From an optimization exercise on the open Yosys and OpenROAD flow, aimed at small area and a short achievable clock period; shortcuts taken in it are not production practice. No run shown here included a check of the RTL's function; only the layout flow was run. The flow treats the clock pin as an ideal source, which a real chip does not have. No activity file was given, so power comes from the tool's default toggle rates.

<file path="design/flow/config.mk">
export PLATFORM = sky130hd
export DESIGN_NAME = fifo
export DESIGN_NICKNAME = fifo
export VERILOG_FILES = /design/flow/design.v
export SDC_FILE = /design/flow/constraint.sdc
export NUM_CORES = 4
export LEC_CHECK = 0
export CAP_MARGIN = 20
export CORE_MARGIN = 2
export CORE_UTILIZATION = 65
export CTS_CLUSTER_DIAMETER = 60
export CTS_CLUSTER_SIZE = 30
export SETUP_SLACK_MARGIN = 1.6
export SLEW_MARGIN = 20
</file>
<file path="design/flow/constraint.sdc">
create_clock -name core_clock -period 3.2 [get_ports {clk}]
set_input_delay 0.6400 -clock core_clock [delete_from_list [all_inputs] [get_ports {clk}]]
set_output_delay 0.6400 -clock core_clock [all_outputs]
set_load 0.01 [all_outputs]
</file>
<file path="design/flow/design.v">
`timescale 1ns / 1ps
module fifo
#
(
	parameter		depth = 60,
	parameter		width = 8
)
(
	input				clk,
	input				rst_n,
	input				wr_en,
	input	[width-1:0]	data_in,
	input				rd_en,
	output	[width-1:0]	data_out,
	output				full,
	output				empty
);
localparam		rows = depth / 4;		 
reg	[width-1:0]	bank0	[rows-1:0];
reg	[width-1:0]	bank1	[rows-1:0];
reg	[width-1:0]	bank2	[rows-1:0];
reg	[width-1:0]	bank3	[rows-1:0];
reg	[3:0]		wb;				 
reg	[3:0]		rb;				 
reg	[3:0]		n0, n1, n2, n3;	 
reg	[5:0]		count;			 
reg				one;			 
reg				most;			 
reg				full_o;			 
reg				nempty_o;		 
reg				full_i;			 
reg				nempty;			 
reg	[3:2]		s0, s1, s2, s3;	 
reg	[3:0]		l0, l1, l2, l3;	 
reg	[width-1:0]	bq0, bq1, bq2, bq3;	 
reg	[width-1:0]	last_in;		 
reg				fresh;			 
reg	[3:0]		osel;			 
reg	[width-1:0]	rdata;
function [3:0] inc4;
	input [3:0] n;
	begin
		case(n)
		4'd0: inc4 = 4'd1;   4'd1: inc4 = 4'd2;   4'd2: inc4 = 4'd3;   4'd3: inc4 = 4'd4;
		4'd4: inc4 = 4'd5;   4'd5: inc4 = 4'd6;   4'd6: inc4 = 4'd7;   4'd7: inc4 = 4'd8;
		4'd8: inc4 = 4'd9;   4'd9: inc4 = 4'd10;  4'd10: inc4 = 4'd11; 4'd11: inc4 = 4'd12;
		4'd12: inc4 = 4'd13; 4'd13: inc4 = 4'd14; 4'd14: inc4 = 4'd15; 4'd15: inc4 = 4'd0;
		endcase
	end
endfunction
function [3:0] dec4;
	input [3:0] n;
	begin
		case(n)
		4'd0: dec4 = 4'd15;  4'd1: dec4 = 4'd0;   4'd2: dec4 = 4'd1;   4'd3: dec4 = 4'd2;
		4'd4: dec4 = 4'd3;   4'd5: dec4 = 4'd4;   4'd6: dec4 = 4'd5;   4'd7: dec4 = 4'd6;
		4'd8: dec4 = 4'd7;   4'd9: dec4 = 4'd8;   4'd10: dec4 = 4'd9;  4'd11: dec4 = 4'd10;
		4'd12: dec4 = 4'd11; 4'd13: dec4 = 4'd12; 4'd14: dec4 = 4'd13; 4'd15: dec4 = 4'd14;
		endcase
	end
endfunction
function [5:0] inc6;
	input [5:0] n;
	begin
		case(n)
		6'd0: inc6 = 6'd1;   6'd1: inc6 = 6'd2;   6'd2: inc6 = 6'd3;   6'd3: inc6 = 6'd4;
		6'd4: inc6 = 6'd5;   6'd5: inc6 = 6'd6;   6'd6: inc6 = 6'd7;   6'd7: inc6 = 6'd8;
		6'd8: inc6 = 6'd9;   6'd9: inc6 = 6'd10;   6'd10: inc6 = 6'd11;   6'd11: inc6 = 6'd12;
		6'd12: inc6 = 6'd13;   6'd13: inc6 = 6'd14;   6'd14: inc6 = 6'd15;   6'd15: inc6 = 6'd16;
		6'd16: inc6 = 6'd17;   6'd17: inc6 = 6'd18;   6'd18: inc6 = 6'd19;   6'd19: inc6 = 6'd20;
		6'd20: inc6 = 6'd21;   6'd21: inc6 = 6'd22;   6'd22: inc6 = 6'd23;   6'd23: inc6 = 6'd24;
		6'd24: inc6 = 6'd25;   6'd25: inc6 = 6'd26;   6'd26: inc6 = 6'd27;   6'd27: inc6 = 6'd28;
		6'd28: inc6 = 6'd29;   6'd29: inc6 = 6'd30;   6'd30: inc6 = 6'd31;   6'd31: inc6 = 6'd32;
		6'd32: inc6 = 6'd33;   6'd33: inc6 = 6'd34;   6'd34: inc6 = 6'd35;   6'd35: inc6 = 6'd36;
		6'd36: inc6 = 6'd37;   6'd37: inc6 = 6'd38;   6'd38: inc6 = 6'd39;   6'd39: inc6 = 6'd40;
		6'd40: inc6 = 6'd41;   6'd41: inc6 = 6'd42;   6'd42: inc6 = 6'd43;   6'd43: inc6 = 6'd44;
		6'd44: inc6 = 6'd45;   6'd45: inc6 = 6'd46;   6'd46: inc6 = 6'd47;   6'd47: inc6 = 6'd48;
		6'd48: inc6 = 6'd49;   6'd49: inc6 = 6'd50;   6'd50: inc6 = 6'd51;   6'd51: inc6 = 6'd52;
		6'd52: inc6 = 6'd53;   6'd53: inc6 = 6'd54;   6'd54: inc6 = 6'd55;   6'd55: inc6 = 6'd56;
		6'd56: inc6 = 6'd57;   6'd57: inc6 = 6'd58;   6'd58: inc6 = 6'd59;   6'd59: inc6 = 6'd60;
		6'd60: inc6 = 6'd61;   6'd61: inc6 = 6'd62;   6'd62: inc6 = 6'd63;   6'd63: inc6 = 6'd0;
		endcase
	end
endfunction
function [5:0] dec6;
	input [5:0] n;
	begin
		case(n)
		6'd0: dec6 = 6'd63;   6'd1: dec6 = 6'd0;   6'd2: dec6 = 6'd1;   6'd3: dec6 = 6'd2;
		6'd4: dec6 = 6'd3;   6'd5: dec6 = 6'd4;   6'd6: dec6 = 6'd5;   6'd7: dec6 = 6'd6;
		6'd8: dec6 = 6'd7;   6'd9: dec6 = 6'd8;   6'd10: dec6 = 6'd9;   6'd11: dec6 = 6'd10;
		6'd12: dec6 = 6'd11;   6'd13: dec6 = 6'd12;   6'd14: dec6 = 6'd13;   6'd15: dec6 = 6'd14;
		6'd16: dec6 = 6'd15;   6'd17: dec6 = 6'd16;   6'd18: dec6 = 6'd17;   6'd19: dec6 = 6'd18;
		6'd20: dec6 = 6'd19;   6'd21: dec6 = 6'd20;   6'd22: dec6 = 6'd21;   6'd23: dec6 = 6'd22;
		6'd24: dec6 = 6'd23;   6'd25: dec6 = 6'd24;   6'd26: dec6 = 6'd25;   6'd27: dec6 = 6'd26;
		6'd28: dec6 = 6'd27;   6'd29: dec6 = 6'd28;   6'd30: dec6 = 6'd29;   6'd31: dec6 = 6'd30;
		6'd32: dec6 = 6'd31;   6'd33: dec6 = 6'd32;   6'd34: dec6 = 6'd33;   6'd35: dec6 = 6'd34;
		6'd36: dec6 = 6'd35;   6'd37: dec6 = 6'd36;   6'd38: dec6 = 6'd37;   6'd39: dec6 = 6'd38;
		6'd40: dec6 = 6'd39;   6'd41: dec6 = 6'd40;   6'd42: dec6 = 6'd41;   6'd43: dec6 = 6'd42;
		6'd44: dec6 = 6'd43;   6'd45: dec6 = 6'd44;   6'd46: dec6 = 6'd45;   6'd47: dec6 = 6'd46;
		6'd48: dec6 = 6'd47;   6'd49: dec6 = 6'd48;   6'd50: dec6 = 6'd49;   6'd51: dec6 = 6'd50;
		6'd52: dec6 = 6'd51;   6'd53: dec6 = 6'd52;   6'd54: dec6 = 6'd53;   6'd55: dec6 = 6'd54;
		6'd56: dec6 = 6'd55;   6'd57: dec6 = 6'd56;   6'd58: dec6 = 6'd57;   6'd59: dec6 = 6'd58;
		6'd60: dec6 = 6'd59;   6'd61: dec6 = 6'd60;   6'd62: dec6 = 6'd61;   6'd63: dec6 = 6'd62;
		endcase
	end
endfunction
function [3:0] count_k;
	input [3:0] n;
	input       up;
	input       dn;
	begin
		count_k = (up & ~dn) ? inc4(n) : (dn & ~up) ? dec4(n) : n;
	end
endfunction
wire			push = wr_en & ~full_i;
wire			pop  = rd_en & nempty;
wire			up   = push & ~pop;		 
wire			dn   = pop & ~push;		 
wire	[3:0]	wr_k = { 4{ push}} & wb;		 
wire	[3:0]	rd_k = { 4{ pop}}  & rb;		 
wire	[3:0]	wb_n = push ? { wb[2:0], wb[3]} : wb;
wire	[3:0]	rb_n = pop  ? { rb[2:0], rb[3]} : rb;
wire	[3:0]	n0_n = count_k(n0, wr_k[0], rd_k[0]);
wire	[3:0]	n1_n = count_k(n1, wr_k[1], rd_k[1]);
wire	[3:0]	n2_n = count_k(n2, wr_k[2], rd_k[2]);
wire	[3:0]	n3_n = count_k(n3, wr_k[3], rd_k[3]);
wire			empty_n = push ? 1'b0 : (pop ? one : ~nempty);
wire			full_n  = pop  ? 1'b0 : (push ? most : full_i);
wire			fresh_n = push & (~nempty | (pop & one));
always@(posedge clk or negedge rst_n)
begin
	if(!rst_n) begin
		wb       <= 4'b0001;
		rb       <= 4'b0001;
		n0       <= 4'd0;
		n1       <= 4'd0;
		n2       <= 4'd0;
		n3       <= 4'd0;
		count    <= 6'd0;
		one      <= 1'b0;
		most     <= 1'b0;
		full_o   <= 1'b0;
		nempty_o <= 1'b0;
		full_i   <= 1'b0;
		nempty   <= 1'b0;
	end else begin
		wb       <= wb_n;
		rb       <= rb_n;
		n0       <= n0_n;
		n1       <= n1_n;
		n2       <= n2_n;
		n3       <= n3_n;
		if(up)
			count <= inc6(count);
		else if(dn)
			count <= dec6(count);
		one      <= up ? ~nempty : dn ? (count == 6'd2) : one;
		most     <= up ? (count == depth-2) : dn ? full_i : most;
		full_o   <= ~pop & (push ? most : full_o);
		nempty_o <= push | (pop ? ~one : nempty_o);
		full_i   <= full_n;
		nempty   <= ~empty_n;
	end
end
integer i;
always@(posedge clk)
begin
	if(wr_k[0]) begin
		for(i = rows-1; i > 0; i = i - 1)
			bank0[i] <= bank0[i-1];
		bank0[0] <= data_in;
	end
	if(wr_k[1]) begin
		for(i = rows-1; i > 0; i = i - 1)
			bank1[i] <= bank1[i-1];
		bank1[0] <= data_in;
	end
	if(wr_k[2]) begin
		for(i = rows-1; i > 0; i = i - 1)
			bank2[i] <= bank2[i-1];
		bank2[0] <= data_in;
	end
	if(wr_k[3]) begin
		for(i = rows-1; i > 0; i = i - 1)
			bank3[i] <= bank3[i-1];
		bank3[0] <= data_in;
	end
end
wire	[16*width-1:0]	flat0, flat1, flat2, flat3;
genvar g;
generate
	for(g = 0; g < 16; g = g + 1) begin : flat
		assign flat0[g*width +: width] = bank0[(g == 0) ? 0 : g-1];
		assign flat1[g*width +: width] = bank1[(g == 0) ? 0 : g-1];
		assign flat2[g*width +: width] = bank2[(g == 0) ? 0 : g-1];
		assign flat3[g*width +: width] = bank3[(g == 0) ? 0 : g-1];
	end
endgenerate
function [width-1:0] pick;
	input [16*width-1:0] f;
	input [3:0]          l;
	input [3:2]          h;
	reg   [width-1:0]    q0, q1, q2, q3;
	begin
		q0 = ({ width{ l[0]}} & f[ 0*width +: width]) | ({ width{ l[1]}} & f[ 1*width +: width])
		   | ({ width{ l[2]}} & f[ 2*width +: width]) | ({ width{ l[3]}} & f[ 3*width +: width]);
		q1 = ({ width{ l[0]}} & f[ 4*width +: width]) | ({ width{ l[1]}} & f[ 5*width +: width])
		   | ({ width{ l[2]}} & f[ 6*width +: width]) | ({ width{ l[3]}} & f[ 7*width +: width]);
		q2 = ({ width{ l[0]}} & f[ 8*width +: width]) | ({ width{ l[1]}} & f[ 9*width +: width])
		   | ({ width{ l[2]}} & f[10*width +: width]) | ({ width{ l[3]}} & f[11*width +: width]);
		q3 = ({ width{ l[0]}} & f[12*width +: width]) | ({ width{ l[1]}} & f[13*width +: width])
		   | ({ width{ l[2]}} & f[14*width +: width]) | ({ width{ l[3]}} & f[15*width +: width]);
		case(h)
		2'd0: pick = q0;
		2'd1: pick = q1;
		2'd2: pick = q2;
		2'd3: pick = q3;
		endcase
	end
endfunction
function [3:0] dec2;
	input [1:0] b;
	begin
		case(b)
		2'd0: dec2 = 4'b0001;
		2'd1: dec2 = 4'b0010;
		2'd2: dec2 = 4'b0100;
		2'd3: dec2 = 4'b1000;
		endcase
	end
endfunction
wire	[width-1:0]	rd0 = pick(flat0, l0, s0);
wire	[width-1:0]	rd1 = pick(flat1, l1, s1);
wire	[width-1:0]	rd2 = pick(flat2, l2, s2);
wire	[width-1:0]	rd3 = pick(flat3, l3, s3);
always@(posedge clk)
begin
	s0      <= n0_n[3:2];
	s1      <= n1_n[3:2];
	s2      <= n2_n[3:2];
	s3      <= n3_n[3:2];
	l0      <= dec2(n0_n[1:0]);
	l1      <= dec2(n1_n[1:0]);
	l2      <= dec2(n2_n[1:0]);
	l3      <= dec2(n3_n[1:0]);
	bq0     <= rd0;
	bq1     <= rd1;
	bq2     <= rd2;
	bq3     <= rd3;
	last_in <= data_in;
	fresh   <= fresh_n;
	osel    <= fresh_n ? 4'b0000 : rb_n;
end
always@(posedge clk)
begin
	rdata <= ({ width{ fresh}} & last_in)
	       | ({ width{ osel[0]}} & bq0) | ({ width{ osel[1]}} & bq1)
	       | ({ width{ osel[2]}} & bq2) | ({ width{ osel[3]}} & bq3);
end
assign	data_out = rdata;
assign	empty    = ~nempty_o;
assign	full     = full_o;
endmodule
</file>
<file path="design/flow/flow/run.sh">
#!/bin/bash
set -euo pipefail
export POST_CTS_TCL="$PWD/flow/post_cts.tcl"
bash standard.sh > standard.log 2>&1
</file>
<file path="design/flow/flow/post_cts.tcl">
set block [ord::get_db_block]
set removed 0
foreach inst [$block getInsts] {
  if {![string match "clkbuf_0_*" [$inst getName]]} { continue }
  set in_net ""
  set out_net ""
  foreach it [$inst getITerms] {
    if {[$it isInputSignal]} { set in_net [$it getNet] }
    if {[$it isOutputSignal]} { set out_net [$it getNet] }
  }
  if {$in_net eq "" || $out_net eq "" || [$in_net getName] ne "clk"} { continue }
  set loads {}
  foreach it [$out_net getITerms] {
    if {[$it getInst] ne $inst} { lappend loads $it }
  }
  set port_loads 0
  foreach it [$in_net getITerms] { incr port_loads }
  set after [expr {$port_loads - 1 + [llength $loads]}]
  if {$after > 4} {
    puts "post_cts: keeping [$inst getName]: the clock port would drive $after pins"
    continue
  }
  puts "post_cts: removing [$inst getName] ([[$inst getMaster] getName]); the clock port now drives $after pins"
  foreach it $loads {
    $it disconnect
    $it connect $in_net
  }
  foreach it [$inst getITerms] { $it disconnect }
  odb::dbInst_destroy $inst
  odb::dbNet_destroy $out_net
  incr removed
}
if {$removed} {
  estimate_parasitics -placement
  repair_timing_helper
  detailed_placement
  check_placement -verbose
  report_clock_latency
}
</file>
<file path="design/flow/standard.sh">
#!/bin/bash
# synth_recipe.tcl (not shown) runs the flow's synth.tcl, then flattens the netlist and writes it again
# the make line also repeats each setting of config.mk as NAME=value (left out here)
make -C /OpenROAD-flow-scripts/flow DESIGN_CONFIG=/design/flow/config.mk WORK_HOME=/design/flow/orfs CLKGATE_MAP_FILE= SYNTH_SCRIPT=/design/flow/synth_recipe.tcl "${@:-finish}"
</file>
==> results of run 1 <==
worst max-delay path, stage by stage, from the launching register on:
cell and delay, ps:
dfrtp_2 470, nand3b_4 280, maj3_2 370, mux2_4 310, and3_1 150
cell usage in the layout (no fill, tap or decap), drive strengths merged, types with 5 or more instances in the layout:
cell / n
a22oi: 132
a22o: 7
dfrtp: 34
nor3: 35
clkinv: 9
a21oi: 88
o21ai: 10
buf: 114
inv: 47
clkbuf: 39
a31oi: 37
and3: 8
a221oi: 37
nand2: 132
dfxtp: 77
clkdlybuf4s50: 8
nor2: 48
ha: 25
nand3b: 9
nand3: 20
a222oi: 40
or2: 5
maj3: 8
edfxtp: 480
metal layers:
metal  global-route usage  vias to the layer above  part of all wire
met3               0.0324                       53             0.069
met2                0.388                      510              0.47
li1                     -                     5830                 -
met5                    0                        -           0.00061
met1                0.408                     6380              0.45
met4               0.0515                        4             0.016
worst max path at each step:
stage | start | end | cells after the start
global placement | wr_en | bank0[1][3] | 4
detailed placement | wr_en | bank0[2][3] | 4
global route | full_i | count[4] | 10
floorplan | wr_en | l0[3] | 5
finish | full_i | l1[3] | 4
sequential cells by signal (all words and copies together) (netlist names), 6 cells and up:
| register | cells |
|---|---|
| bank0 | 120 |
| bank1 | 120 |
| bank2 | 120 |
| bank3 | 120 |
| bq0 | 8 |
| bq1 | 8 |
| bq2 | 8 |
| bq3 | 8 |
| last_in | 8 |
| rdata | 8 |
| count | 6 |
cell families (layout without fill, tap and decap cells):
group	Yosys count	in the layout	synth area share
AOI/OAI and AO/OA	395	395	0.131
xor gates and xnor gates	1	1	0.000399
adders and majority gates	33	33	0.0181
buffers and inverters	108	218	0.0189
DFF	593	593	0.767
muxes	8	8	0.00587
other	0	1	0
and+or+nand+nor	278	278	0.0579
final cells by class:
cell class                      instances  area [µm²]  share of cell area
Sequential cell                       593       16900               0.665
Multi-Input combinational cell        715        5300               0.208
Timing Repair Buffer                  123        1140              0.0450
Clock buffer                           38         908              0.0357
Tap cell                              448         561              0.0220
Clock inverter                         26         330              0.0130
Inverter                               22         160             0.00630
Timing Repair inverter                  9         105             0.00413
Antenna cell                            1        2.50           0.0000984
power by group through the flow:
stage	clock (mW)	sequential (mW)	combinational (mW)
finish	5.02	8.36	0.420
floorplan	0	8.49	0.271
detailed placement	0	8.55	0.348
global route	5.36	8.37	0.465
global placement	0	8.54	0.344
cell usage after synthesis (4+ instances only):
cell type | count | area share
a21oi_1 | 88 | 0.020
a221oi_1 | 37 | 0.015
a222oi_1 | 40 | 0.018
a22o_1 | 7 | 0.0028
a22oi_1 | 132 | 0.045
a311oi_1 | 4 | 0.0016
a31oi_1 | 37 | 0.011
and3_1 | 8 | 0.0023
buf_1 | 6 | 0.0010
clkbuf_1 | 76 | 0.013
dfrtp_1 | 34 | 0.039
dfxtp_1 | 77 | 0.070
edfxtp_1 | 480 | 0.66
ha_1 | 25 | 0.014
inv_1 | 16 | 0.0027
inv_2 | 6 | 0.0010
maj3_1 | 5 | 0.0023
nand2_1 | 132 | 0.023
nand3_1 | 20 | 0.0046
nand3b_1 | 5 | 0.0017
nand3b_2 | 4 | 0.0021
nand4_1 | 4 | 0.0011
nor2_1 | 48 | 0.0082
nor3_1 | 33 | 0.0075
o2111ai_1 | 4 | 0.0016
o21ai_0 | 9 | 0.0021
o311a_1 | 4 | 0.0018
o311ai_1 | 4 | 0.0016
o31ai_1 | 4 | 0.0014
or2_2 | 5 | 0.0014
==> out/metrics.yaml, run 1 <==
routing:
  wl_per_cell_um: 23.2
  ant_nets: 0
  vias: 12800
  drt-total-wl_um: 45700
  post_drt_via_cell_ratio: 6.47
  dr.pass1.iters: 5
  drtIter0Drc: 1403
  drc: 0
sta:
  worst_slew_pin_slew_ps: 900
  finalCritPeriodShare: 0.525
  finalHoldViolCount: 0
  skew_ps: 29.7
  grt_setup_unrepaired: "yes"
  setup_tns_ps: 0
  worst_slack_ps: 1520
  finalMaxSlewViolations: 0
  holdWs_ps: 381
  slew-limit-headroom: 0.400
  setup_viol: 0
  min_period_ps: 1680
  timing.fmax_mhz: 595
floorplanning:
  die_w_um: 188
  initial_core_util: 0.657
  ioPinCount: 22
  die-area_um2: 35300
  die_y_um: 188
  rows: 67
  core-area_um2: 33400
place:
  dp_cells: 1828
  globalplace.congestion: 0.848
  hpwl_um: 25600
  portBuffers: 21
  dpl_worst_slack_ps: 389
  dpl-instance-area_um2: 22900
flow_run:
  drv_cap: 0
cts:
  clock_sinks: 593
  worstSkewPairLatency_ps: 380
  clk_pin_slew_worst_paths_ps: 90
  tritoncts: "yes"
synth:
  synth.yosys.warnings: 5
  synth_cell_type_count: 63
  synthCells: 1416
  synth-async-reset-ratio: 0.0607
  syn_nets: 1453
  synth-edff-count: 480
  netlist_area_um2: 22000
  synthFlopType: "edfxtp_1"
  syn_area_per_cell_um2: 15.5
  ys_seq_area_frac: 0.767
  synth-seq-cells: 593
status:
  status: "complete, no violations"
power_and_ir_drop:
  intPower_mw: 10.8
  irDropWorstVdd_mv: 0.540
  p_clk_frac: 0.364
  pwr-share-comb: 0.030
  power_mw: 13.8
  cellLeakagePower_nw: 8.55
  swShare: 0.222
  power.density_nw_per_um2: 543
  power.switching_mw: 3.06
  seqPwrFrac: 0.606
grt:
  grt_use_total: 0.256
  grt_pass1_vias: 12400
  grt_max_degree: 55
  antenna_found_initial: 1
  grt_pass1_wl_um: 70800
  overflow: 0
worst_setup_path:
  critPathMaxFanout: 6
  cp.required_ps: 3460
  path_class: "flop to flop"
  endpoint_kind: "flop"
  critPathArrivalTime_ps: 1940
  r2r-start: "full_i"
  r2r-end: "l1[3]"
  start_kind: "flop"
  r2r_slack_ps: 1520
  rr_worst_depth: 4
final_layout:
  syn2layout_area_growth_pct: 15.7
  nets: 1537
  drive_above_1_share: 0.223
  fin_util: 0.760
  n_fill_cell: 1998
  design_area_um2: 25400
  final_cells: 1975
worst_hold_path:
  hold_class: "input port to asynchronous set/reset pin"
==> inputs of run 2 (changes only) <==
--- a/design/flow/design.v
+++ b/design/flow/design.v
@@ -22,4 +22,5 @@
 reg	[width-1:0]	bank3	[rows-1:0];
 reg	[3:0]		wb;				 
+reg	[3:0]		wen;			 
 reg	[3:0]		rb;				 
 reg	[3:0]		n0, n1, n2, n3;	 
@@ -118,5 +119,5 @@
 wire			up   = push & ~pop;		 
 wire			dn   = pop & ~push;		 
-wire	[3:0]	wr_k = { 4{ push}} & wb;		 
+wire	[3:0]	wr_k = { 4{ wr_en}} & wen;		 
 wire	[3:0]	rd_k = { 4{ pop}}  & rb;		 
 wire	[3:0]	wb_n = push ? { wb[2:0], wb[3]} : wb;
@@ -133,4 +134,5 @@
 	if(!rst_n) begin
 		wb       <= 4'b0001;
+		wen      <= 4'b0001;
 		rb       <= 4'b0001;
 		n0       <= 4'd0;
@@ -147,4 +149,5 @@
 	end else begin
 		wb       <= wb_n;
+		wen      <= full_n ? 4'b0000 : wb_n;
 		rb       <= rb_n;
 		n0       <= n0_n;
--- a/design/flow/config.mk
+++ b/design/flow/config.mk
@@ -11,4 +11,4 @@
 export CTS_CLUSTER_DIAMETER = 60
 export CTS_CLUSTER_SIZE = 30
-export SETUP_SLACK_MARGIN = 1.6
+export SETUP_SLACK_MARGIN = 1.5
 export SLEW_MARGIN = 20
==> run 2 against run 1 <==
Register-to-register slack worse by 40 ps. Flip-flop and latch count grew 4. Synthesized cell count up 0.71%. Highest routed layer is now met4.
==> out/metrics.yaml, run 2 <==
sta:
  finalMaxSlewViolations: 0
  setup_tns_ps: 0
  min_period_ps: 1720
  finalCritPeriodShare: 0.539
  setup_viol: 0
  skew_ps: 34.2
  finalHoldViolCount: 0
  worst_slew_pin_slew_ps: 990
  grt_setup_unrepaired: "yes"
  timing.fmax_mhz: 580
  worst_slack_ps: 1480
  slew-limit-headroom: 0.340
place:
  hpwl_um: 25600
  dp_cells: 1836
  globalplace.congestion: 0.850
  portBuffers: 21
  dpl_worst_slack_ps: 491
routing:
  met2_length_um: 20500
  post_drt_via_cell_ratio: 6.50
  ant_nets: 0
  routed-wl-met3_um: 2790
  drc: 0
  top_layer: "met4"
  wl_per_cell_um: 22.7
  met1_length_um: 19700
  dr.pass1.iters: 7
  drt-total-wl_um: 44000
  drtIter0Drc: 1415
  vias: 12600
floorplanning:
  core-area_um2: 33500
  initial_core_util: 0.660
  die-area_um2: 35500
  ioPinCount: 22
  rows: 67
  die_y_um: 189
  die_w_um: 189
flow_run:
  drv_cap: 0
final_layout:
  drive_above_1_share: 0.167
  final_cells: 1935
  final_cell_mix: "edfxtp_1 (480), a22oi_1 (136), nand2_1 (135)"
  antennaDiodeCount: 0
  fin_util: 0.737
  nets: 1497
  mostFrequentLayoutCell: "edfxtp_1"
  syn2layout_area_growth_pct: 11.6
  n_fill_cell: 2104
grt:
  grt_pass1_vias: 12100
  grt_use_total: 0.247
  grt_max_degree: 121
  antenna_found_initial: 1
  overflow: 0
  grt_pass1_wl_um: 68900
synth:
  synthFlopType: "edfxtp_1"
  synth.yosys.warnings: 5
  synth_cell_type_count: 74
  synthCells: 1426
  ys_seq_area_frac: 0.766
  netlist_area_um2: 22100
  synth-seq-cells: 597
  synth-edff-count: 480
  syn_area_per_cell_um2: 15.5
  synthTopCellsByCount: "edfxtp_1 (480), nand2_1 (140), a22oi_1 (136)"
  netlist_top_cells_area: "edfxtp_1 (65%), dfxtp_1 (7.0%), a22oi_1 (4.6%), dfrtp_1 (4.2%), nand2_1 (2.4%)"
  netlist.top_cell.by_area: "edfxtp_1"
  synth_most_common_cell: "edfxtp_1"
  synth.top_cell.area_share: 0.651
  synth-async-reset-ratio: 0.0670
  syn_nets: 1462
power_and_ir_drop:
  irDropWorstVdd_mv: 0.587
  cellLeakagePower_nw: 8.31
  power_mw: 13.9
  power.density_nw_per_um2: 562
worst_hold_path:
  hold_class: "input port to asynchronous set/reset pin"
worst_setup_path:
  critPathMaxFanout: 4
  cp.required_ps: 3450
  critical_path.top_delay_family: "flip-flops"
  max_stage_delay_ps: 440
  endpoint_kind: "flop"
  crit_path_cell_trace: "inv_1 -> ha_1 -> nor3_2 -> a32oi_1 -> mux2_2 -> and3_1"
  critPathArrivalTime_ps: 1970
  cpMaxStageDelayCell: "dfrtp_1"
  start_kind: "flop"
  critPathBufInv: 1
  path_class: "flop to flop"
cts:
  worstSkewPairLatency_ps: 390
  clock_sinks: 597
  tritoncts: "yes"
  clk_pin_slew_worst_paths_ps: 90
status:
  status: "complete, no violations"
[run 2: logic make-up after synthesis]
group,synth area share
fa+ha+maj,0.0176
mux,0.00729
buf+inv,0.0192
simple gates,0.0590
compound gates,0.130
flops,0.766
xor+xnor,0.000396
[run 2: report_power, final]
part	total (mW)	internal, mW	switching, mW
registers	8.41	8.33	0.0882
clock network	5.02	2.30	2.72
logic	0.445	0.197	0.248
[run 2: through the flow]
stage                     hold slack [ps]  instance area, µm²
after global placement                428               23000
final                                 418               24700
after floorplan                       344               22400
after global routing                  444               24700
after detailed placement              432               23000
[run 2: routing by layer]
metal | vias up | track usage
met4 | 0 | 0.0628
met3 | 70 | 0.0324
met2 | 460 | 0.378
met5 | - | 0
li1 | 5731 | -
met1 | 6307 | 0.382
[run 2: area by class of cell]
| cell class | count | area (µm²) | area share |
|---|---|---|---|
| Clock inverter | 25 | 308 | 0.0125 |
| Clock buffer | 38 | 928 | 0.0376 |
| Timing Repair inverter | 3 | 31.3 | 0.00127 |
| Tap cell | 448 | 561 | 0.0227 |
| Sequential cell | 597 | 17000 | 0.688 |
| Inverter | 19 | 124 | 0.00501 |
| Multi-Input combinational cell | 723 | 5040 | 0.204 |
| Timing Repair Buffer | 82 | 718 | 0.0291 |
[run 2: final timing paths]
kind                                    from            to  slack [ps]  depth (start not counted)
worst max-delay path                   n0[1]         l0[3]        1480                          6
worst min-delay path                   rst_n         n1[0]         420                          1
worst max register to register         n0[1]         l0[3]        1480                          6
worst min register to register  bank1[13][7]  bank1[14][7]         440                          0
max in group asynchronous              rst_n         n0[0]        2090                          1
min in group core_clock         bank1[13][7]  bank1[14][7]         440                          0
[run 2: worst register-to-register path: stages (launching register included)]
cell and delay, ps:
dfrtp_1 440, inv_1 120, ha_1 250, nor3_2 180, a32oi_1 110, mux2_2 320, and3_1 190
==> inputs of run 3 (changes only) <==
--- a/design/flow/design.v
+++ b/design/flow/design.v
@@ -234,4 +234,14 @@
 	end
 endfunction
+function [3:0] lo_k;
+	input [1:0] b;
+	input       up;
+	input       dn;
+	reg   [3:0] d;
+	begin
+		d = dec2(b);
+		lo_k = (up & ~dn) ? { d[2:0], d[3]} : (dn & ~up) ? { d[0], d[3:1]} : d;
+	end
+endfunction
 wire	[width-1:0]	rd0 = pick(flat0, l0, s0);
 wire	[width-1:0]	rd1 = pick(flat1, l1, s1);
@@ -244,8 +254,8 @@
 	s2      <= n2_n[3:2];
 	s3      <= n3_n[3:2];
-	l0      <= dec2(n0_n[1:0]);
-	l1      <= dec2(n1_n[1:0]);
-	l2      <= dec2(n2_n[1:0]);
-	l3      <= dec2(n3_n[1:0]);
+	l0      <= lo_k(n0[1:0], wr_k[0], rd_k[0]);
+	l1      <= lo_k(n1[1:0], wr_k[1], rd_k[1]);
+	l2      <= lo_k(n2[1:0], wr_k[2], rd_k[2]);
+	l3      <= lo_k(n3[1:0], wr_k[3], rd_k[3]);
 	bq0     <= rd0;
 	bq1     <= rd1;
--- a/design/flow/config.mk
+++ b/design/flow/config.mk
@@ -11,4 +11,4 @@
 export CTS_CLUSTER_DIAMETER = 60
 export CTS_CLUSTER_SIZE = 30
-export SETUP_SLACK_MARGIN = 1.5
+export SETUP_SLACK_MARGIN = 1.55
 export SLEW_MARGIN = 20
==> run 3 against run 2 <==
Still clean on timing, DRC and antenna. Via count up 1.5%. Combinational power down 23%. Global-route usage down 0.15 points. Sequential power about the same. Synthesized cell count up 3.6%. Non-clock buffer count up 2. Area after synthesis up 0.55%. Total power down 0.85%. Critical path type unchanged. Critical endpoint is now count[5].
==> out/metrics.yaml, run 3 <==
status:
  status: "complete, no violations"
synth:
  ys_seq_area_frac: 0.762
  netlist_area_um2: 22300
  synth-edff-count: 480
  synth_most_common_cell: "edfxtp_1"
  netlist_top_cells_area: "edfxtp_1 (65%), dfxtp_1 (6.9%), a22oi_1 (4.7%), dfrtp_1 (4.2%), nand2_1 (3.0%)"
  netlist.top_cell.by_area: "edfxtp_1"
  synth.top_cell.area_share: 0.648
  synthCells: 1478
  syn_area_per_cell_um2: 15.1
  synthTopCellsByCount: "edfxtp_1 (480), nand2_1 (176), a22oi_1 (139)"
  synth-async-reset-ratio: 0.0670
  syn_nets: 1528
  synth-seq-cells: 597
  synthFlopType: "edfxtp_1"
  synth.yosys.warnings: 5
  synth_cell_type_count: 49
routing:
  drtIter0Drc: 1432
  wl_per_cell_um: 22.2
  drt-total-wl_um: 44000
  vias: 12800
  ant_nets: 0
  drc: 0
  post_drt_via_cell_ratio: 6.43
  dr.pass1.iters: 6
worst_setup_path:
  r2r_slack_ps: 1480
  endpoint_kind: "flop"
  cp.required_ps: 3470
  critPathArrivalTime_ps: 1990
  start_kind: "flop"
  rr_worst_depth: 7
  endpoint: "count[5]"
  startpoint: "nempty"
  r2r-end: "count[5]"
  r2r-start: "nempty"
  path_class: "flop to flop"
  critPathMaxFanout: 4
cts:
  tritoncts: "yes"
  clk_pin_slew_worst_paths_ps: 90
  worstSkewPairLatency_ps: 390
  clock_sinks: 597
sta:
  skew_ps: 28.3
  setup_tns_ps: 0
  worst_slew_pin_slew_ps: 767
  grt_setup_unrepaired: "yes"
  slew-limit-headroom: 0.489
  finalMaxSlewViolations: 0
  worst_slack_ps: 1480
  min_period_ps: 1720
  finalCritPeriodShare: 0.537
  timing.fmax_mhz: 582
  setup_viol: 0
  finalHoldViolCount: 0
place:
  hpwl_um: 24900
  dpl-instance-area_um2: 23000
  globalplace.congestion: 0.847
  dpl_worst_slack_ps: 409
  portBuffers: 21
final_layout:
  nets: 1561
  drive_above_1_share: 0.167
  mostFrequentLayoutCell: "edfxtp_1"
  syn2layout_area_growth_pct: 12.5
  antennaDiodeCount: 0
  final_cell_mix: "edfxtp_1 (480), nand2_1 (161), a22oi_1 (139)"
  design_area_um2: 25000
grt:
  grt_max_degree: 121
  grt_pass1_vias: 12400
  overflow: 0
  grt_use_total: 0.245
  antenna_found_initial: 1
  grt_pass1_wl_um: 69200
floorplanning:
  ioPinCount: 22
  core-area_um2: 33600
  rows: 67
  die_y_um: 189
  die-area_um2: 35700
  initial_core_util: 0.662
  die_w_um: 189
flow_run:
  drv_cap: 0
worst_hold_path:
  hold_class: "input port to asynchronous set/reset pin"
power_and_ir_drop:
  cellLeakagePower_nw: 8.35
  power_mw: 13.8
  power.density_nw_per_um2: 549
  irDropWorstVdd_mv: 0.540
==> run 3: cell count changes in the layout (fill, tap and decap cells not counted), sizes merged, moves of 8 or more <==
cell / delta
nand2: +35
maj3: -8
nand3: -8
nor2: +10
inv: +11
ha: +14
o21ai: +21
==> run 3: critical path, stage by stage (launching register included) <==
cell,delay [ps]
dfrtp_1,400
and2_4,220
inv_6,70
ha_4,160
and3_4,190
a31oi_1,70
or3_1,340
o22a_1,170
==> run 3: per-layer routing <==
metal | global-route usage | part of all wire | routed length, µm
met4 | 0.0559 | 0.018 | 808
met3 | 0.0298 | 0.058 | 2550
met1 | 0.382 | 0.45 | 19900
met2 | 0.377 | 0.47 | 20700
met5 | 0 | 0.00020 | 9
==> run 3: per-stage QoR <==
stage | instances | utilization | hold WS [ps]
2_1_floorplan | 1478 | - | 344
3_3_place_gp | 1882 | 0.684 | 429
3_5_place_dp | 1882 | 0.684 | 432
5_1_grt | 1985 | 0.745 | 304
6_report | 1985 | 0.745 | 255
==> run 3: kinds of logic after synthesis <==
logic type / after synthesis / share of synthesized area
buffers and inverters: 123 / 0.0253
AOI/OAI and AO/OA: 405 / 0.128
DFF: 597 / 0.762
adders and majority gates: 38 / 0.0214
xor gates and xnor gates: 2 / 0.000787
and+or+nand+nor: 298 / 0.0559
muxes: 15 / 0.00680
==> run 3: layout make-up <==
type                    count  area, µm²
flip-flops and latches    597      17000
fillers                  2036       8570
multi-input cells         758       5230
clock buffers              41        951
repair buffers             84        866
well taps                 448        561
clock inverters            23        269
inverters                  34        168
==> run 3: worst min path at each step <==
stage / startpoint / to / slack, ps / cells after the start
floorplan: rst_n / count[0] / 340 / 0
global placement: bank0[4][5] / bank0[5][5] / 430 / 0
detailed placement: bank1[7][6] / bank1[8][6] / 430 / 0
global route: rst_n / n0[2] / 300 / 1
finish: rst_n / n2[2] / 250 / 1
==> run 3: report_power, final <==
part / internal (mW) / leakage [nW] / switching (mW)
registers: 8.32 / 5.46 / 0.0726
logic: 0.159 / 2.29 / 0.182
clock network: 2.38 / 0.593 / 2.65
==> inputs of run 4 (changes only) <==
--- a/design/flow/config.mk
+++ b/design/flow/config.mk
@@ -11,4 +11,4 @@
 export CTS_CLUSTER_DIAMETER = 60
 export CTS_CLUSTER_SIZE = 30
-export SETUP_SLACK_MARGIN = 1.55
+export SETUP_SLACK_MARGIN = 1.62
 export SLEW_MARGIN = 20
==> run 4 against run 3 <==
Still clean. Clock power rose by 2%. Critical path depth rose by 3. Cell count rose by 3.8%. Die area did not move. Global-route usage rose by 1.6 points. Area after synthesis did not move. Count of clock-buffer cells in the layout did not move. Synthesized cell count did not move. Total power rose by 1.1%. Sequential share of layout area fell by 3.9 points. Critical endpoint is now n0[0]. Largest power group unchanged.
==> out/metrics.yaml, run 4 <==
floorplanning:
  rows: 67
  initial_core_util: 0.662
  die_w_um: 189
  die_y_um: 189
  die-area_um2: 35700
  ioPinCount: 22
  core-area_um2: 33600
power_and_ir_drop:
  pwr-share-comb: 0.028
  intPower_mw: 11.0
  swShare: 0.210
  power.density_nw_per_um2: 523
  power.switching_mw: 2.92
  irDropWorstVdd_mv: 0.560
  seqPwrFrac: 0.603
  p_clk_frac: 0.369
  cellLeakagePower_nw: 9.14
sta:
  holdWs_ps: 271
  slew-limit-headroom: 0.486
  min_period_ps: 1810
  timing.fmax_mhz: 552
  finalHoldViolCount: 0
  finalMaxSlewViolations: 0
  grt_setup_unrepaired: "yes"
  skew_ps: 28.5
  setup_tns_ps: 0
  setup_viol: 0
  worst_slew_pin_slew_ps: 771
  finalCritPeriodShare: 0.566
  worst_slack_ps: 1390
synth:
  netlist_area_um2: 22300
  netlist_top_cells_area: "edfxtp_1 (65%), dfxtp_1 (6.9%), a22oi_1 (4.7%), dfrtp_1 (4.2%), nand2_1 (3.0%)"
  synth-seq-cells: 597
  ys_seq_area_frac: 0.762
  muxShareOfSynthArea: 0.00680
  synth-compound-area-share: 0.128
  synthCells: 1478
  netlist.top_cell.by_area: "edfxtp_1"
  synth.top_cell.area_share: 0.648
  synthTopCellsByCount: "edfxtp_1 (480), nand2_1 (176), a22oi_1 (139)"
  syn_nets: 1528
  synth.yosys.warnings: 5
  synthFlopType: "edfxtp_1"
  syn_area_per_cell_um2: 15.1
  synth_xor_area_frac: 0.000787
  synth_top_family_by_area: "compound AO/OA/AOI/OAI gates"
  synth_cell_type_count: 49
  synth-async-reset-ratio: 0.0670
  synth_simple_gate_area_frac: 0.0559
  synth_most_common_cell: "edfxtp_1"
  synth-adder-area-share: 0.0214
  synth-edff-count: 480
final_layout:
  drive_above_1_share: 0.227
  seqCellArea_um2: 17000
  antennaDiodeCount: 0
  n_fill_cell: 1825
  nets: 1637
  final_cell_mix: "edfxtp_1 (480), nand2_1 (153), a22oi_1 (139)"
  mostFrequentLayoutCell: "edfxtp_1"
  syn2layout_area_growth_pct: 19.4
  multi_input_area_um2: 5450
  final_cells: 2061
place:
  globalplace.congestion: 0.834
  portBuffers: 21
  hpwl_um: 24900
  dpl_worst_slack_ps: 421
  dp_cells: 1887
grt:
  antenna_found_initial: 1
  grt_max_degree: 121
  overflow: 0
  grt_pass1_vias: 12900
  grt_use_total: 0.261
  grt_pass1_wl_um: 72700
worst_setup_path:
  max_stage_delay_ps: 340
  critPathBufInv: 4
  start_kind: "input port"
  cp.required_ps: 3490
  path_class: "input port to flop"
  endpoint_kind: "flop"
  crit_path_cell_trace: "buf_2 -> and2_4 -> buf_6 -> buf_6 -> nand2_4 -> ha_4 -> buf_6 -> o41ai_4 -> a22oi_1 -> o21ai_1"
  critPathArrivalTime_ps: 2100
  cp_common_cell: "buf_6"
  critPathMaxFanout: 5
  cpMaxStageDelayCell: "o41ai_4"
  critical_path.top_delay_family: "compound AO/OA/AOI/OAI gates"
cts:
  clk_pin_slew_worst_paths_ps: 110
  clock_sinks: 597
  tritoncts: "yes"
  worstSkewPairLatency_ps: 380
routing:
  drtIter0Drc: 1606
  ant_nets: 0
  dr.pass1.iters: 6
  drt-total-wl_um: 48000
  vias: 13400
  wl_per_cell_um: 23.3
  drc: 0
  post_drt_via_cell_ratio: 6.49
status:
  status: "complete, no violations"
flow_run:
  drv_cap: 0
worst_hold_path:
  hold_class: "input port to asynchronous set/reset pin"
run 4: cell types whose count changed in the layout (fill, tap and decap cells not counted), moves of 7 or more:
| cell | delta |
|---|---|
| buf_16 | +14 |
| buf_4 | +16 |
| buf_6 | +25 |
| buf_8 | +7 |
| clkbuf_16 | +11 |
| nand2_1 | -8 |
| nand2_4 | +8 |
run 4: worst paths after layout:
| path | from | to | slack, ps | depth (start not counted) |
|---|---|---|---|---|
| worst max-delay path | rd_en | n0[0] | 1390 | 10 |
| worst min-delay path | rst_n | most | 270 | 1 |
| worst max register to register | nempty | n0[0] | 1390 | 9 |
| worst min register to register | bank3[0][7] | bank3[1][7] | 430 | 0 |
| max in group asynchronous | rst_n | n2[0] | 2490 | 1 |
| min in group core_clock | bank3[0][7] | bank3[1][7] | 430 | 0 |
run 4: power groups by stage:
stage               logic (mW)  registers [mW]  clock network [mW]
global placement         0.290            8.57                   0
detailed placement       0.296            8.57                   0
global route             0.417            8.40                5.46
finish                   0.384            8.39                5.14
floorplan                0.197            8.55                   0
run 4: layout make-up:
class	count	share of cell area
flip-flops and latches	597	0.640
well taps	448	0.0211
clock inverters	23	0.0112
inverters	34	0.00650
clock buffers	41	0.0370
repair buffers	160	0.0794
multi-input cells	758	0.205
run 4: metal layers:
metal	up-vias	share of wire	GRT usage
met5	-	0.00023	0
met4	2	0.031	0.0889
met2	576	0.47	0.402
li1	5981	-	-
met1	6709	0.43	0.392
met3	102	0.070	0.0373
run 4: per-stage QoR:
step	total power, mW	util	cell area, µm²
detailed placement	8.86	0.686	23100
floorplan	8.75	-	22500
global route	14.3	0.791	26600
global placement	8.86	0.686	23100
finish	13.9	0.791	26600
run 4: kinds of logic after synthesis:
kind of cell	after synthesis
and+or+nand+nor	298
muxes	15
buffers and inverters	123
adders and majority gates	38
DFF	597
xor gates and xnor gates	2
AOI/OAI and AO/OA	405
==> inputs of run 5 (changes only) <==
--- a/design/flow/design.v
+++ b/design/flow/design.v
@@ -24,4 +24,5 @@
 reg	[3:0]		wen;			 
 reg	[3:0]		rb;				 
+reg	[3:0]		pk;				 
 reg	[3:0]		n0, n1, n2, n3;	 
 reg	[5:0]		count;			 
@@ -120,5 +121,5 @@
 wire			dn   = pop & ~push;		 
 wire	[3:0]	wr_k = { 4{ wr_en}} & wen;		 
-wire	[3:0]	rd_k = { 4{ pop}}  & rb;		 
+wire	[3:0]	rd_k = { 4{ rd_en}} & pk;		 
 wire	[3:0]	wb_n = push ? { wb[2:0], wb[3]} : wb;
 wire	[3:0]	rb_n = pop  ? { rb[2:0], rb[3]} : rb;
@@ -136,4 +137,5 @@
 		wen      <= 4'b0001;
 		rb       <= 4'b0001;
+		pk       <= 4'b0000;
 		n0       <= 4'd0;
 		n1       <= 4'd0;
@@ -151,4 +153,5 @@
 		wen      <= full_n ? 4'b0000 : wb_n;
 		rb       <= rb_n;
+		pk       <= empty_n ? 4'b0000 : rb_n;
 		n0       <= n0_n;
 		n1       <= n1_n;
--- a/design/flow/config.mk
+++ b/design/flow/config.mk
@@ -11,4 +11,4 @@
 export CTS_CLUSTER_DIAMETER = 60
 export CTS_CLUSTER_SIZE = 30
-export SETUP_SLACK_MARGIN = 1.62
+export SETUP_SLACK_MARGIN = 1.56
 export SLEW_MARGIN = 20
==> run 5 against run 4 <==
Cell area is 5.9% lower. Non-clock buffer count is 86 lower. Area after synthesis increased by 0.51%. Combinational power is 13% higher. First-iteration DRC count is 1.3% higher. Sequential power grew 0.8%. Fmax is 7.5% higher. Synthesized cell count fell by 0.27%. Via count decreased by 4.7%. Clock power shrank 1%. Sequential share of layout area rose by 4.5 points. Count of clock-buffer cells in the layout down 2. Critical path type unchanged. Largest cell class unchanged.
==> out/metrics.yaml, run 5 <==
floorplanning:
  initial_core_util: 0.664
  core-area_um2: 33700
  rows: 67
  die_y_um: 190
  ioPinCount: 22
  die-area_um2: 35900
  die_w_um: 190
grt:
  grt_pass1_wl_um: 68600
  overflow: 0
  antenna_found_initial: 2
  grt_max_degree: 121
  grt_use_total: 0.244
  grt_pass1_vias: 12200
worst_setup_path:
  path_class: "input port to flop"
  start_kind: "input port"
  endpoint_kind: "flop"
  critPathMaxFanout: 120
  critPathArrivalTime_ps: 1690
  cp.required_ps: 3200
routing:
  drt-total-wl_um: 43900
  dr.pass1.iters: 7
  vias: 12700
  ant_nets: 0
  wl_per_cell_um: 22.3
  drc: 0
  drtIter0Drc: 1627
  post_drt_via_cell_ratio: 6.47
synth:
  syn_nets: 1524
  synth.yosys.warnings: 5
  netlist_top_cells_area: "edfxtp_1 (64%), dfxtp_1 (6.9%), a22oi_1 (4.7%), dfrtp_1 (4.6%), nand2_1 (2.6%)"
  synthTopCellsByCount: "edfxtp_1 (480), nand2_1 (157), a22oi_1 (139)"
  synth_cell_type_count: 50
  netlist.top_cell.by_area: "edfxtp_1"
  synth-seq-cells: 601
  synth-edff-count: 480
  synthCells: 1474
  ys_seq_area_frac: 0.763
  synthFlopType: "edfxtp_1"
  syn_area_per_cell_um2: 15.2
  netlist_area_um2: 22400
  synth.top_cell.area_share: 0.644
  synth_most_common_cell: "edfxtp_1"
  synth-async-reset-ratio: 0.0732
flow_run:
  drv_cap: 0
sta:
  slew-limit-headroom: 0.491
  min_period_ps: 1680
  finalMaxSlewViolations: 0
  worst_slew_pin_slew_ps: 764
  holdWs_ps: 330
  finalCritPeriodShare: 0.526
  skew_ps: 22.2
  finalHoldViolCount: 0
  setup_viol: 0
  timing.fmax_mhz: 594
  grt_setup_unrepaired: "yes"
  worst_slack_ps: 1520
final_layout:
  antennaDiodeCount: 0
  mostFrequentLayoutCell: "edfxtp_1"
  drive_above_1_share: 0.158
  nets: 1544
  syn2layout_area_growth_pct: 11.9
  final_cells: 1968
  final_cell_mix: "edfxtp_1 (480), nand2_1 (148), a22oi_1 (139)"
place:
  hpwl_um: 25800
  dpl_worst_slack_ps: 429
  dp_cells: 1883
  portBuffers: 21
  globalplace.congestion: 0.832
power_and_ir_drop:
  irDropWorstVdd_mv: 0.497
  power.density_nw_per_um2: 559
  cellLeakagePower_nw: 8.36
cts:
  worstSkewPairLatency_ps: 380
  tritoncts: "yes"
  clock_sinks: 601
  clk_pin_slew_worst_paths_ps: 80
worst_hold_path:
  hold_class: "input port to asynchronous set/reset pin"
status:
  status: "complete, no violations"
==> run 5: final timing paths <==
check	end	from	slack (ps)	depth (start not counted)
hold / removal	n2[1]	rst_n	330	1
setup / recovery	bank2[6][3]	wr_en	1520	6
max in group asynchronous	n0[0]	rst_n	2210	2
min in group core_clock	bank3[14][0]	bank3[13][0]	450	0
hold reg to reg	bank3[14][0]	bank3[13][0]	450	0
setup reg to reg	bank0[10][3]	wen[0]	1520	3
==> run 5: routing by layer <==
layer  share of wire  GRT usage  vias up
met5               0          0        -
met2            0.46      0.371      409
met4           0.031     0.0733        0
met1            0.45      0.376     6450
met3           0.058     0.0298       83
li1                -          -     5797
==> run 5: critical path: stages <==
cell and delay, ps:
buf_6 70, buf_12 140, buf_12 110, nand2_8 50, clkinvlp_4 120, buf_16 400
==> run 5: layout make-up <==
type | instances | area, µm²
multi-input combinational | 748 | 5210
sequential | 601 | 17100
clock buffer | 39 | 943
inverter | 33 | 144
timing repair buffer | 74 | 741
clock inverter | 25 | 304
tap | 448 | 561
fill | 2100 | 8670
==> run 5: cells by family after synthesis <==
logic type      after synthesis  share of synthesized area
flops                       601                      0.763
simple gates                271                     0.0524
fa+ha+maj                    38                     0.0213
compound gates              415                      0.129
buf+inv                     125                     0.0244
mux                          22                    0.00984
xor+xnor                      2                   0.000783
==> run 5: stage by stage <==
step           cell area (µm²)  power (mW)  TNS, ps   util
2_1_floorplan            22700        8.88    -7400      -
3_3_place_gp             23200        9.00        0  0.690
3_5_place_dp             23200        9.01        0  0.690
5_1_grt                  25000        14.4        0  0.743
6_report                 25000        14.0        0  0.743
==> run 5: power breakdown <==
| group | switching, mW | total, mW | leakage, nW | internal [mW] |
|---|---|---|---|---|
| Sequential | 0.0893 | 8.46 | 5.52 | 8.37 |
| Combinational | 0.237 | 0.434 | 2.24 | 0.197 |
| Clock | 2.70 | 5.08 | 0.599 | 2.39 |
==> inputs of run 6 (changes only) <==
--- a/design/flow/config.mk
+++ b/design/flow/config.mk
@@ -11,4 +11,4 @@
 export CTS_CLUSTER_DIAMETER = 60
 export CTS_CLUSTER_SIZE = 30
-export SETUP_SLACK_MARGIN = 1.56
+export SETUP_SLACK_MARGIN = 1.5
 export SLEW_MARGIN = 20
==> run 6 against run 5 <==
Routed wire length shrank 2.0%. Still clean on timing, DRC and antenna. Global-route usage fell by 0.19 points. Flip-flop and latch count unchanged. Die area unchanged. Critical endpoint is now count[4]. Critical path type unchanged. Worst setup slack improved by 9.4 ps. Cell count decreased by 0.66%.
==> out/metrics.yaml, run 6 <==
sta:
  setup_viol: 0
  min_period_ps: 1670
  timing.fmax_mhz: 597
  finalCritPeriodShare: 0.523
  slew-limit-headroom: 0.500
  grt_setup_unrepaired: "yes"
  worst_slew_pin_slew_ps: 750
  finalHoldViolCount: 0
  skew_ps: 19.4
  holdWs_ps: 268
  finalMaxSlewViolations: 0
worst_setup_path:
  crit_path_cell_trace: "buf_6 -> buf_12 -> nand2b_4 -> inv_6 -> ha_4 -> or4b_4 -> a21oi_2 -> nor2_1 -> a31oi_1"
  critPathMaxFanout: 6
  cp.required_ps: 3500
  critPathArrivalTime_ps: 1970
  rr_worst_depth: 5
  start_kind: "input port"
  startpoint: "wr_en"
  path_class: "input port to flop"
  cpMaxStageDelayCell: "or4b_4"
  r2r-start: "l1[2]"
  max_stage_delay_ps: 480
  endpoint_kind: "flop"
final_layout:
  nets: 1531
  antennaDiodeCount: 0
  drive_above_1_share: 0.135
  syn2layout_area_growth_pct: 10.6
  final_cell_mix: "edfxtp_1 (480), nand2_1 (150), a22oi_1 (139)"
  mostFrequentLayoutCell: "edfxtp_1"
  fin_util: 0.734
routing:
  wl_per_cell_um: 22.0
  drt-total-wl_um: 43000
  drtIter0Drc: 1390
  drc: 0
  vias: 12600
  post_drt_via_cell_ratio: 6.45
  ant_nets: 0
  dr.pass1.iters: 8
synth:
  synth.top_cell.area_share: 0.644
  ys_seq_area_frac: 0.763
  synth.yosys.warnings: 5
  synthCells: 1474
  synth-async-reset-ratio: 0.0732
  synth-seq-cells: 601
  synthFlopType: "edfxtp_1"
  synth_most_common_cell: "edfxtp_1"
  synth-edff-count: 480
  netlist_top_cells_area: "edfxtp_1 (64%), dfxtp_1 (6.9%), a22oi_1 (4.7%), dfrtp_1 (4.6%), nand2_1 (2.6%)"
  synth_cell_type_count: 50
  synthTopCellsByCount: "edfxtp_1 (480), nand2_1 (157), a22oi_1 (139)"
  netlist_area_um2: 22400
  netlist.top_cell.by_area: "edfxtp_1"
  syn_area_per_cell_um2: 15.2
  syn_nets: 1524
grt:
  grt_use_total: 0.242
  grt_pass1_wl_um: 68200
  overflow: 0
  grt_pass1_vias: 12200
  grt_max_degree: 121
  antenna_found_initial: 0
place:
  portBuffers: 21
  globalplace.congestion: 0.803
  hpwl_um: 25400
floorplanning:
  ioPinCount: 22
  die_w_um: 190
  die_y_um: 190
  die-area_um2: 35900
  core-area_um2: 33700
  initial_core_util: 0.664
  rows: 67
status:
  status: "complete, no violations"
cts:
  clk_pin_slew_worst_paths_ps: 90
  worstSkewPairLatency_ps: 380
  clock_sinks: 601
  tritoncts: "yes"
power_and_ir_drop:
  irDropWorstVdd_mv: 0.769
  cellLeakagePower_nw: 8.26
  power.density_nw_per_um2: 565
worst_hold_path:
  hold_class: "input port to asynchronous set/reset pin"
flow_run:
  drv_cap: 0
run 6: cell counts after synthesis:
No cell type changed its count.
run 6: worst paths after layout:
path,slack (ps),to
worst max-delay path,1530,count[4]
worst min-delay path,270,n2[3]
worst max register to register,1530,bq1[6]
worst min register to register,440,bank2[4][2]
max in group asynchronous,2440,nempty
min in group core_clock,440,bank2[4][2]
run 6: critical path: cells and delay by family:
family                     cells  cell delay (ps)
and+or+nand+nor                3              620
buffers and inverters          3              280
adders and majority gates      1              160
AOI/OAI and AO/OA              2              270
run 6: layout make-up:
type	count	area (µm²)
Fill cell	2123	8970
Sequential cell	601	17100
Inverter	33	144
Timing Repair Buffer	61	554
Clock inverter	26	349
Clock buffer	38	930
Tap cell	448	561
Multi-Input combinational cell	748	5090
run 6: where the power goes:
group	leakage, nW	internal, mW	switching, mW	total, mW
Sequential	5.52	8.38	0.0821	8.46
Clock	0.617	2.36	2.76	5.12
Combinational	2.12	0.172	0.214	0.385
Total	8.26	10.9	3.06	14.0
run 6: metrics by stage:
stage	total power, mW	setup TNS, ps	setup WS [ps]	instance area [µm²]	instances
after floorplan	8.87	-7400	-316	22700	1474
after global placement	8.98	0	483	23200	1881
after detailed placement	8.99	0	497	23200	1881
after global routing	14.4	0	1470	24700	1955
final	14.0	0	1530	24700	1955
run 6: kinds of logic (layout without fill, tap and decap cells):
logic type | after synthesis | count (layout) | share of synthesized area
DFF | 601 | 601 | 0.763
xor gates and xnor gates | 2 | 2 | 0.000783
AOI/OAI and AO/OA | 415 | 415 | 0.129
muxes | 22 | 22 | 0.00984
buffers and inverters | 125 | 158 | 0.0244
adders and majority gates | 38 | 38 | 0.0213
and+or+nand+nor | 271 | 271 | 0.0524
run 6: per-layer routing:
| metal | up-vias | GRT usage | wire, µm |
|---|---|---|---|
| li1 | 5773 | - | - |
| met1 | 6348 | 0.370 | 19300 |
| met2 | 405 | 0.378 | 20300 |
| met3 | 74 | 0.0248 | 2320 |
| met4 | 0 | 0.0656 | 1040 |
| met5 | - | 0 | 0 |
==> inputs of run 7 (changes only) <==
--- a/design/flow/design.v
+++ b/design/flow/design.v
@@ -22,7 +22,5 @@
 reg	[width-1:0]	bank3	[rows-1:0];
 reg	[3:0]		wb;				 
-reg	[3:0]		wen;			 
 reg	[3:0]		rb;				 
-reg	[3:0]		pk;				 
 reg	[3:0]		n0, n1, n2, n3;	 
 reg	[5:0]		count;			 
@@ -120,6 +118,6 @@
 wire			up   = push & ~pop;		 
 wire			dn   = pop & ~push;		 
-wire	[3:0]	wr_k = { 4{ wr_en}} & wen;		 
-wire	[3:0]	rd_k = { 4{ rd_en}} & pk;		 
+wire	[3:0]	wr_k = { 4{ push}} & wb;		 
+wire	[3:0]	rd_k = { 4{ pop}}  & rb;		 
 wire	[3:0]	wb_n = push ? { wb[2:0], wb[3]} : wb;
 wire	[3:0]	rb_n = pop  ? { rb[2:0], rb[3]} : rb;
@@ -135,7 +133,5 @@
 	if(!rst_n) begin
 		wb       <= 4'b0001;
-		wen      <= 4'b0001;
 		rb       <= 4'b0001;
-		pk       <= 4'b0000;
 		n0       <= 4'd0;
 		n1       <= 4'd0;
@@ -151,7 +147,5 @@
 	end else begin
 		wb       <= wb_n;
-		wen      <= full_n ? 4'b0000 : wb_n;
 		rb       <= rb_n;
-		pk       <= empty_n ? 4'b0000 : rb_n;
 		n0       <= n0_n;
 		n1       <= n1_n;
@@ -237,14 +231,4 @@
 	end
 endfunction
-function [3:0] lo_k;
-	input [1:0] b;
-	input       up;
-	input       dn;
-	reg   [3:0] d;
-	begin
-		d = dec2(b);
-		lo_k = (up & ~dn) ? { d[2:0], d[3]} : (dn & ~up) ? { d[0], d[3:1]} : d;
-	end
-endfunction
 wire	[width-1:0]	rd0 = pick(flat0, l0, s0);
 wire	[width-1:0]	rd1 = pick(flat1, l1, s1);
@@ -257,8 +241,8 @@
 	s2      <= n2_n[3:2];
 	s3      <= n3_n[3:2];
-	l0      <= lo_k(n0[1:0], wr_k[0], rd_k[0]);
-	l1      <= lo_k(n1[1:0], wr_k[1], rd_k[1]);
-	l2      <= lo_k(n2[1:0], wr_k[2], rd_k[2]);
-	l3      <= lo_k(n3[1:0], wr_k[3], rd_k[3]);
+	l0      <= dec2(n0_n[1:0]);
+	l1      <= dec2(n1_n[1:0]);
+	l2      <= dec2(n2_n[1:0]);
+	l3      <= dec2(n3_n[1:0]);
 	bq0     <= rd0;
 	bq1     <= rd1;
==> design/flow/run.sh (new file) <==
#!/bin/bash
# synth_recipe.tcl (not shown) runs the flow's synth.tcl, then flattens the netlist and writes it again
# the make line also repeats each setting of config.mk as NAME=value (left out here)
make -C /OpenROAD-flow-scripts/flow DESIGN_CONFIG=/design/flow/config.mk WORK_HOME=/design/flow/orfs CLKGATE_MAP_FILE= SYNTH_SCRIPT=/design/flow/synth_recipe.tcl finish
--- a/design/flow/config.mk
+++ b/design/flow/config.mk
@@ -11,4 +11,4 @@
 export CTS_CLUSTER_DIAMETER = 60
 export CTS_CLUSTER_SIZE = 30
-export SETUP_SLACK_MARGIN = 1.5
+export SETUP_SLACK_MARGIN = 1.45
 export SLEW_MARGIN = 20
removed: design/flow/flow/run.sh
removed: design/flow/flow/post_cts.tcl
removed: design/flow/standard.sh
==> run 7 against run 6 <==
Synthesized cell count down 3.9%. Flip-flop and latch count shrank 8. Count of clock-buffer cells in the layout rose by 4. Non-clock buffer count increased by 17. Die area fell by 1.8%. Via count grew 0.27%. Routed wire length is 1.8% higher. Fmax shrank 5.2%. Combinational power hardly changed. Highest routed layer unchanged.
==> out/metrics.yaml, run 7 <==
status:
  status: "complete, no violations"
routing:
  drc: 0
  ant_nets: 0
  drtIter0Drc: 1557
  drt-total-wl_um: 43800
  wl_per_cell_um: 22.8
  dr.pass1.iters: 8
  vias: 12600
  post_drt_via_cell_ratio: 6.56
synth:
  netlist_area_um2: 22000
  synth.top_cell.area_share: 0.656
  netlist_top_cells_area: "edfxtp_1 (66%), dfxtp_1 (7.0%), a22oi_1 (4.5%), dfrtp_1 (3.9%), nand2_1 (2.3%)"
  synthTopCellsByCount: "edfxtp_1 (480), a22oi_1 (132), nand2_1 (132)"
  synth_most_common_cell: "edfxtp_1"
  synthFlopType: "edfxtp_1"
  synth.yosys.warnings: 5
  netlist.top_cell.by_area: "edfxtp_1"
  ys_seq_area_frac: 0.767
  synth-async-reset-ratio: 0.0607
  synth-edff-count: 480
  syn_area_per_cell_um2: 15.5
  syn_nets: 1453
  synth-seq-cells: 593
  synth_cell_type_count: 63
  synthCells: 1416
worst_setup_path:
  critical_path.top_delay_family: "flip-flops"
  r2r-end: "l3[1]"
  startpoint: "nempty_o"
  r2r-start: "full_i"
  crit_path_cell_trace: "inv_1 -> buf_2"
  critPathBufInv: 2
  cpMaxStageDelayCell: "dfrtp_1"
  path_class: "flop to output port"
  r2r_slack_ps: 1460
  critPathArrivalTime_ps: 1130
  max_stage_delay_ps: 400
  critPathMaxFanout: 2
  start_kind: "flop"
  endpoint_kind: "output port"
  cp.required_ps: 2560
  rr_worst_depth: 6
cts:
  clock_path_buffers: 3
  htreeDepth: 2
  clock_sinks: 593
  tritoncts: "yes"
  clk_pin_slew_worst_paths_ps: 90
  worstSkewPairLatency_ps: 550
  cts_buffers: 36
  cts-root-buf: "clkbuf_16"
grt:
  grt_use_total: 0.248
  grt_max_degree: 60
  overflow: 0
  grt_pass1_wl_um: 68200
  grt_pass1_vias: 12000
  antenna_found_initial: 1
place:
  hpwl_um: 25400
  portBuffers: 21
  globalplace.congestion: 0.850
final_layout:
  multi_input_area_um2: 4980
  final_cell_mix: "edfxtp_1 (480), a22oi_1 (132), nand2_1 (128)"
  drive_above_1_share: 0.165
  syn2layout_area_growth_pct: 11.8
  mostFrequentLayoutCell: "edfxtp_1"
  seqCellArea_um2: 16900
  n_fill_cell: 2075
  nets: 1487
sta:
  setup_tns_ps: 0
  slew-limit-headroom: 0.394
  timing.fmax_mhz: 566
  setup_viol: 0
  finalMaxSlewViolations: 0
  grt_setup_unrepaired: "yes"
  worst_slew_pin_slew_ps: 909
  min_period_ps: 1770
  finalCritPeriodShare: 0.552
  finalHoldViolCount: 0
  skew_ps: 17.5
  holdWs_ps: 208
floorplanning:
  die-area_um2: 35300
  rows: 67
  die_w_um: 188
  die_y_um: 188
  initial_core_util: 0.657
  core-area_um2: 33400
  ioPinCount: 22
worst_hold_path:
  hold_class: "input port to asynchronous set/reset pin"
power_and_ir_drop:
  cellLeakagePower_nw: 8.21
  power.density_nw_per_um2: 569
  irDropWorstVdd_mv: 0.513
flow_run:
  drv_cap: 0
run 7: what timing repair did:
item	in CTS	in global routing
resized for setup	68	40
pin swaps	1	5
hold buffers	0	0
cloned	3	1
setup endpoints to repair	528	60
setup buffers	4	22
run 7: power by group:
group          switching, mW  total [mW]  internal (mW)
Combinational          0.220       0.388          0.168
Sequential            0.0982        8.38           8.28
Clock                   2.68        5.22           2.53
run 7: cells by family (layout without fill, tap and decap cells):
| kind of cell | count (synthesis) | in the layout | share of synthesized area |
|---|---|---|---|
| mux | 8 | 8 | 0.00587 |
| flops | 593 | 593 | 0.767 |
| buf+inv | 108 | 168 | 0.0189 |
| fa+ha+maj | 33 | 33 | 0.0181 |
| xor+xnor | 1 | 1 | 0.000399 |
| compound gates | 395 | 395 | 0.131 |
| other cells | 0 | 1 | 0 |
| simple gates | 278 | 278 | 0.0579 |
run 7: per-stage QoR:
step / total power [mW] / area [µm²] / worst slack (ps) / cells / util
detailed placement: 8.89 / 22900 / 373 / 1830 / 0.683
finish: 14.0 / 24600 / 1430 / 1925 / 0.734
floorplan: 8.76 / 22200 / 1360 / 1416 / -
global route: 14.4 / 24600 / 1380 / 1924 / 0.734
global placement: 8.88 / 22900 / 441 / 1830 / 0.683
CTS: 14.0 / 24300 / 1410 / 1901 / 0.725
run 7: worst max path at each step:
stage	endpoint	slack, ps	cells after the start
6_report	empty	1430	2
4_1_cts	empty	1410	2
2_1_floorplan	l0[3]	1360	5
3_5_place_dp	bank3[13][0]	370	4
5_1_grt	empty	1380	2
3_3_place_gp	l1[3]	440	6
run 7: routing by layer:
metal  track usage  up-vias  wire length (µm)
met5             0        -                 0
met4        0.0736        0              1070
met3        0.0408       70              3230
met2         0.357      529             19600
met1         0.396     6318             19900
li1              -     5717                 -
run 7: final cells by class:
cell class / count / area share
diodes: 1 / 0.000102
clock buffers: 42 / 0.0401
clock inverters: 22 / 0.0131
inverters: 22 / 0.00642
multi-input cells: 715 / 0.203
flip-flops and latches: 593 / 0.688
well taps: 448 / 0.0228
repair buffers: 78 / 0.0253
repair inverters: 4 / 0.00153
run 7: worst register-to-register path, cell delays in order (launching register included):
cell	delay [ps]
dfrtp_2	470
nand3b_4	270
buf_6	190
maj3_2	310
mux2i_4	180
inv_2	70
a211oi_2	160

what the ideal ports hide:
Ports are ideal in the flow. The routed layouts listed here were re-timed in OpenROAD.
Step 1 assumes that a clkbuf_16 drives the clock port and a buf_2 every other input.
Step 2 moves the port delays by t, midway between the first and last clock arrival at a register: inputs arrive t later, outputs are due t later. That takes back most of the time a late clock gives input paths.
a / b / c = ideal / step 1 / step 2; a / b = the first two.
run	t, ns	setup slack, ns	pins driven straight from the clock port
run 1	0.468	1.521 / 1.510 / 1.176	4
run 2	0.470	1.477 / 1.477 / 1.087	4
run 3	0.474	1.483 / 1.483 / 1.112	4
run 4	0.477	1.388 / 1.393 / 1.000	4
run 5	0.470	1.516 / 1.490 / 1.108	4
run 6	0.468	1.525 / 1.475 / 1.121	4
run 7	0.597	1.434 / 1.380 / 0.934	1
After both steps setup and hold are still met in every run listed. For run 7, which loses most, drivers alone change the setup slack by -0.054 ns; drivers and shift together by -0.500 ns.
